From an optimization exercise on the open Yosys and OpenROAD flow, aimed at small area, a short achievable clock period and few clock cycles per item; shortcuts taken in it are not production practice. For this run, only the layout was checked, not whether the RTL still works. Power is estimated from default activity; no workload was simulated.

$ cat design/flow/constraint.sdc
create_clock -name core_clock -period 4.5 [get_ports {clk}]
set_input_delay 0.9000 -clock core_clock [delete_from_list [all_inputs] [get_ports {clk}]]
set_output_delay 0.9000 -clock core_clock [all_outputs]
set_load 0.01 [all_outputs]
$ cat design/flow/flow/run.sh
#!/bin/bash
# The standard layout, with the port buffers made of the smallest buffer
# cell instead of the default delay buffer.
set -euo pipefail
export BUFFER_PORTS_ARGS="-buffer_cell sky130_fd_sc_hd__buf_1"
bash standard.sh > standard_flow.log 2>&1
$ cat design/flow/config.mk
export PLATFORM = sky130hd
export DESIGN_NAME = seq_multiplier
export DESIGN_NICKNAME = seq_multiplier
export VERILOG_FILES = /design/flow/design.v
export SDC_FILE = /design/flow/constraint.sdc
export NUM_CORES = 4
export LEC_CHECK = 0
export CAP_MARGIN = 20
export CORE_MARGIN = 2
export CORE_UTILIZATION = 40
export SLEW_MARGIN = 20
$ cat design/flow/standard.sh
#!/bin/bash
# synth_recipe.tcl (not shown) runs the flow's synth.tcl, then flattens the netlist and writes it again
# the make line also repeats each setting of config.mk as NAME=value (left out here)
make -C /OpenROAD-flow-scripts/flow DESIGN_CONFIG=/design/flow/config.mk WORK_HOME=/design/flow/orfs CLKGATE_MAP_FILE= SYNTH_SCRIPT=/design/flow/synth_recipe.tcl "${@:-finish}"
$ cat design/flow/design.v
module seq_multiplier #(parameter N = 32) (
    input  logic clk, rst_n, start,
    input  logic [N-1:0] a, b,
    output logic [(2*N)-1:0] prod,
    output logic ready
);
    logic [63:0] s, c;
    logic [31:0] mcand;
    logic [23:0] mpl;        
    logic [1:0]  cnt;        
    logic        busy;
    logic [3:0]  one, two, neg;
    function automatic logic [11:0] benc(input logic [7:0] n, input logic l);
        logic [8:0] x;
        x = {n, l};
        for (int k = 0; k < 4; k++) begin
            benc[k]     = x[2*k+1] ^ x[2*k];                        
            benc[4 + k] = (x[2*k+2] & ~x[2*k+1] & ~x[2*k]) |
                          (~x[2*k+2] & x[2*k+1] & x[2*k]);          
            benc[8 + k] = x[2*k+2];                                 
        end
    endfunction
    logic [3:0] fa, fb;      
    logic [3:0] ta, tb;      
    logic [3:0] ha, hb;      
    always_comb begin
        for (int i = 0; i < 4; i++) begin
            fa[i] = |a[8*i +: 8];
            fb[i] = |b[8*i +: 8];
        end
        ta[3] = fa[3];
        tb[3] = fb[3];
        for (int i = 2; i >= 0; i--) begin
            ta[i] = ta[i+1] | fa[i];
            tb[i] = tb[i+1] | fb[i];
        end
        ha = ta & ~{1'b0, ta[3:1]};
        hb = tb & ~{1'b0, tb[3:1]};
    end
    logic [1:0] pa, pb;
    logic [7:0] na, nb;
    logic       la, lb;
    always_comb begin
        pa = '0; pb = '0;
        na = '0; nb = '0;
        la = 1'b0; lb = 1'b0;
        for (int i = 0; i < 4; i++) begin
            pa = pa | ({2{ha[i]}} & 2'(i));
            pb = pb | ({2{hb[i]}} & 2'(i));
            na = na | ({8{ha[i]}} & a[8*i +: 8]);
            nb = nb | ({8{hb[i]}} & b[8*i +: 8]);
            if (i > 0) begin
                la = la | (ha[i] & a[8*i - 1]);
                lb = lb | (hb[i] & b[8*i - 1]);
            end
        end
    end
    function automatic logic [63:0] cinit(input logic [3:0] h);
        cinit = ({64{h[0]}} & 64'h00ffffff56000000) |
                ({64{h[1]}} & 64'h0000ffff55560000) |
                ({64{h[2]}} & 64'h000000ff55555600) |
                ({64{h[3]}} & 64'h0000000055555556);
    endfunction
    logic swap;              
    assign swap = |(tb & ~ta);
    logic [7:0] nn;
    logic       nl;
    always_comb begin
        case (cnt)
            2'd3:    begin nn = mpl[23:16]; nl = mpl[15]; end
            2'd2:    begin nn = mpl[15:8];  nl = mpl[7];  end
            default: begin nn = mpl[7:0];   nl = 1'b0;    end
        endcase
    end
    logic [32:0] mag [0:3];   
    logic [63:0] pp  [0:3];
    for (genvar k = 0; k < 4; k++) begin : g_row
        assign mag[k] = ({33{one[k]}} & {1'b0, mcand}) |
                        ({33{two[k]}} & {mcand, 1'b0});
        assign pp[k]  = 64'({~neg[k], mag[k] ^ {33{neg[k]}}}) << (2*k);
    end
    logic [63:0] r0, r1;
    assign r0 = {s[55:0], 1'b0, neg[3], 1'b0, neg[2], 1'b0, neg[1], 1'b0, neg[0]};
    assign r1 = {c[55:0], 8'b0};
    logic [63:0] p_s, p_c, u_s, u_c, v_s, v_c, s_nx, c_nx;
    assign p_s  = pp[0] ^ pp[1] ^ pp[2];
    assign p_c  = ((pp[0] & pp[1]) | (pp[0] & pp[2]) | (pp[1] & pp[2])) << 1;
    assign u_s  = pp[3] ^ r0 ^ r1;
    assign u_c  = ((pp[3] & r0) | (pp[3] & r1) | (r0 & r1)) << 1;
    assign v_s  = p_s ^ p_c ^ u_s;
    assign v_c  = ((p_s & p_c) | (p_s & u_s) | (p_c & u_s)) << 1;
    assign s_nx = v_s ^ v_c ^ u_c;
    assign c_nx = ((v_s & v_c) | (v_s & u_c) | (v_c & u_c)) << 1;
    always_ff @(posedge clk or negedge rst_n) begin
        if (!rst_n) begin
            busy  <= 1'b0;
            ready <= 1'b0;
        end else if (start) begin
            busy  <= ta[0] & tb[0];
            ready <= ~(ta[0] & tb[0]);
        end else if (busy && cnt == 2'd0) begin
            busy  <= 1'b0;
            ready <= 1'b1;
        end
    end
    always_ff @(posedge clk) begin
        if (start) begin
            mcand <= swap ? b : a;
            mpl   <= swap ? a[23:0] : b[23:0];
            cnt   <= swap ? pa : pb;
            s     <= {32'b0, swap ? (b & {32{na[7]}}) : (a & {32{nb[7]}})};
            c     <= swap ? cinit(ha) : cinit(hb);
            {neg, two, one} <= swap ? benc(na, la) : benc(nb, lb);
        end else if (busy) begin
            s     <= s_nx;
            c     <= c_nx;
            cnt   <= cnt - 1'b1;
            {neg, two, one} <= benc(nn, nl);
        end
    end
    logic [63:0] og [0:6];
    logic [63:0] op [0:6];
    assign og[0] = s & c;
    assign op[0] = s ^ c;
    for (genvar l = 0; l < 6; l++) begin : g_ks
        assign og[l+1] = og[l] | (op[l] & (og[l] << (1 << l)));
        assign op[l+1] = op[l] & ((op[l] << (1 << l)) | {64'((1 << (1 << l)) - 1)});
    end
    assign prod = op[0] ^ {og[6][62:0], 1'b0};
endmodule
==> flow_metrics.env <==
export IMPL_power_leakage_uw=0.00936
export IMPL_ys_types=91
export IMPL_io_buffers=131
export IMPL_grt_pass1_vias=15900
export IMPL_cap_violations=0
export IMPL_via_per_inst=5.65
export IMPL_seq_area_frac_synth=0.288
export IMPL_ios=132
export IMPL_drive_gt1_frac=0.0971
export IMPL_synthesis_instances=2113
export IMPL_syn_num_nets=2433
export IMPL_worstPathMaxFanout=4
export IMPL_dpl_hpwl_mm=48.0
export IMPL_ir_drop_uv=417
export IMPL_fin_nets=2522
export IMPL_start_kind="register"
export IMPL_crit_path_start="c[10]"
export IMPL_synthTopCellsByArea="edfxtp_1 25%, fa_1 15%, ha_1 6.8%, xnor2_1 6.5%, a22oi_1 6.1%"
export IMPL_critPathMaxStageDelay_ns=0.45
export IMPL_drc_errors=0
export IMPL_worstSetupPathType="register to output pin"
export IMPL_fin_crit_sh=0.991
export IMPL_critPathMostFrequentCell="o211a_1"
export IMPL_tightest_slew_ns=0.785
export IMPL_p_per_area_nw_per_um2=756
export IMPL_status="complete, no violations"
export IMPL_grt_pass1_wl_mm=95.2
export IMPL_grt_max_degree=102
export IMPL_arrival_ns=3.56
export IMPL_yosys_area_top_type="edfxtp_1"
export IMPL_stdcell_count=2830
export IMPL_core_sq_um=47900
export IMPL_first_iter_violations=1477
export IMPL_die_w_um=225
export IMPL_finalSetupViolCount=0
export IMPL_synth_edf_count=164
export IMPL_tritoncts="yes"
export IMPL_slowest_stage="edfxtp_1"
export IMPL_wl_per_cell_um=22.0
export IMPL_synth_common_cells="266 x inv_1, 220 x nand2_1, 164 x edfxtp_1"
export IMPL_drtPass1Iterations=6
export IMPL_critPathBufInv=1
export IMPL_grt_overflow_total=0
export IMPL_async_flop_share=0.0101
export IMPL_insertedDiodeCount=0
export IMPL_die_area_sq_um=50600
export IMPL_dp_cells=2771
export IMPL_cp_cell_sequence="ha_4 -> nand4_1 -> or3_4 -> o211a_1 -> o211a_1 -> o21ba_4 -> o31ai_4 -> and2_4 -> a41o_1 -> xor2_1 -> buf_2"
export IMPL_nFillCells=4635
export IMPL_slew_headroom=0.473
export IMPL_ctsLongestPathBuffers=2
export IMPL_crit_reg2reg_capture="s[9]"
export IMPL_yosys_most_used_dff="edfxtp_1"
export IMPL_start_util=0.407
export IMPL_rsz0062_at_grt="true"
export IMPL_crit_path_end_kind="output pin"
export IMPL_final_antenna_net_count=0
export IMPL_antenna_found_initial=0
export IMPL_fmax_ghz=0.224
export IMPL_synth_top_area_frac=0.252
export IMPL_worstRegToRegCells=9
export IMPL_rows=80
export IMPL_syn2layout_area_growth_pct=11.6
export IMPL_cts_sinks=198
export IMPL_rrSetupSlack_ns=1.11
export IMPL_synth_most_common_cell="inv_1"
export IMPL_rr_startpoint="one[3]"
export IMPL_dr_total_vias=16000
export IMPL_gp_congestion=0.991
export IMPL_track_usage=0.248
export IMPL_ys_ff_latch=198
export IMPL_detail_route_wirelength_mm=62.3
export IMPL_pre_cts_slack_ns=0.0627
export IMPL_fin_worst_skew_ns=0.0154
export IMPL_slew_viol_final=0
export IMPL_cts_buffers=17
export IMPL_cp_depth=11
export IMPL_cp_required_ns=3.60
export IMPL_hold_viol=0
export IMPL_clock_latency_ns=0.48
export IMPL_clkTransAtPathRegs_ns=0.08
export IMPL_dieHeight_um=225
export IMPL_setup_worst_path_end="prod[58]"
export IMPL_htreeDepth=4
export IMPL_crit_family="compound AO/OA/AOI/OAI gates"
export IMPL_synth_area_sq_um=19500
export IMPL_yosysWarnings=5
export IMPL_period_minus_slack_ns=4.46
export IMPL_worstHoldPathType="input pin to asynchronous set/reset pin"
export IMPL_layout_setup_ws_ns=0.0392
export IMPL_avgSynthCellArea_sq_um=9.23
export IMPL_cts_root_buf="clkbuf_16"
through the flow:
stage          area, sq um   util  power [uW]  hold WS [ns]  setup TNS [ns]
2_1_floorplan        19500      -       10700         0.465               0
3_3_place_gp         20600  0.430       14000         0.481               0
3_5_place_dp         20600  0.430       14200         0.486               0
4_1_cts              21400  0.447       16100         0.257               0
5_1_grt              21800  0.454       18100         0.269          -0.548
6_report             21800  0.454       16500         0.294               0
how the worst min path moves through the flow:
| stage | slack [ns] | endpoint | from | cells past startpoint |
|---|---|---|---|---|
| 3_5_place_dp | 0.49 | s[62] | s[62] | 2 |
| 2_1_floorplan | 0.46 | s[32] | s[32] | 2 |
| 4_1_cts | 0.26 | ready | rst_n | 1 |
| 5_1_grt | 0.27 | ready | rst_n | 1 |
| 3_3_place_gp | 0.48 | s[62] | s[62] | 2 |
| 6_report | 0.29 | ready | rst_n | 1 |
sequential cells by signal, indices dropped and copies added (netlist names), 2 cells and up:
register	flops
c	62
cnt	2
mcand	32
mpl	24
neg	4
one	4
s	64
two	4
placed cells by master (no fill, tap or decap), types with 5 or more instances in the layout:
master     synthesis  routed
and2_1            12      11
a211oi_1          16      13
a21oi_1          119     115
buf_4              6      78
xor2_1            58      58
nor3_1             9       7
dfxtp_1           32      32
nand2b_1           5       5
nor2_1           118     116
nand2_1          220     220
o21ai_0           75      72
fa_1             147     146
ha_2               0       5
and3_1             8       7
xnor2_1          144     144
nand3_1           23      23
ha_4               0      12
a31o_2             5       5
mux2i_1           32      32
a21o_1            35      35
o211ai_1          12      12
ha_1             106      89
buf_1             15     118
buf_2              9       8
a22o_1             8       8
edfxtp_1         164     164
nand4_1           10      10
nor2b_1           28      28
a22oi_1          158     158
a211oi_2           2       5
o21bai_1          16      16
a31oi_1           15      15
o21ai_2           10      13
nor4_1            14      13
clkbuf_16          0      17
o21a_1            10       9
inv_1            266     265
power by group:
part	internal, uW	leakage (uW)	switching (uW)
Clock	833	0.000286	792
Combinational	4710	0.00709	6980
Sequential	2680	0.00199	473
Total	8220	0.00936	8240
kinds of logic (layout without fill, tap and decap cells):
kind of cell / count (synthesis) / in the layout / synth area share
compound gates: 537 / 537 / 0.190
xor+xnor: 202 / 202 / 0.0907
fa+ha+maj: 253 / 253 / 0.219
buf+inv: 412 / 514 / 0.0846
flops: 198 / 198 / 0.288
mux: 32 / 32 / 0.0164
simple gates: 479 / 479 / 0.111
cell type report:
class | count | area [sq um] | share of cell area
inverters | 266 | 998 | 0.0458
flip-flops and latches | 198 | 5620 | 0.258
clock buffers | 17 | 425 | 0.0195
well taps | 615 | 769 | 0.0353
repair buffers | 216 | 1200 | 0.0551
multi-input cells | 1503 | 12600 | 0.579
clock inverters | 15 | 168 | 0.00770
worst register-to-register path, stage by stage (launching register included):
cell and delay, ns:
edfxtp_1 0.61, buf_8 0.26, a22oi_1 0.22, xor2_1 0.20, fa_1 0.47, fa_1 0.55
inv_1 0.05, fa_1 0.48, nor2_1 0.05, a21oi_1 0.29
metal layers:
layer / vias to the layer above / track usage / routed length, um
met3: 84 / 0.0408 / 3950
met2: 611 / 0.402 / 29100
met4: 0 / 0.0731 / 1700
met1: 7900 / 0.342 / 27500
met5: - / 0 / 0
li1: 7395 / - / -
repair_timing:
action / CTS / global route
setup endpoints to repair: 24 / 18
buffers inserted: 11 / 15
hold endpoints to repair: 0 / 0
gates resized for setup: 36 / 48
pin swaps: 16 / 18
cloned: 0 / 0
hold buffers: 0 / 0

[re-timing with driven ports]
In the flow no input, the clock included, has a driving cell. The finished layout below was timed again as built, in two steps.
Step 1 (the two cells are an assumption about what drives the block):
set clk [get_ports {clk}]
set_driving_cell -lib_cell sky130_fd_sc_hd__clkbuf_16 $clk
set_driving_cell -lib_cell sky130_fd_sc_hd__buf_2 [delete_from_list [all_inputs] $clk]
Step 2 times the ports against the registers' clock, not the clock port: input delays grow and output delays shrink by t, the midpoint of the rising clock arrivals with the driver on.
a / b / c = no drivers / after step 1 / after step 2; a / b = the first two.
shift t [ns]: 0.526
setup WS [ns]: 0.039 / -0.019 / 0.484
worst setup path at the end: input to register
After both steps setup and hold are still met in this run. The setup slack of this run moves by -0.058 ns with the drivers and by +0.445 ns with both steps.
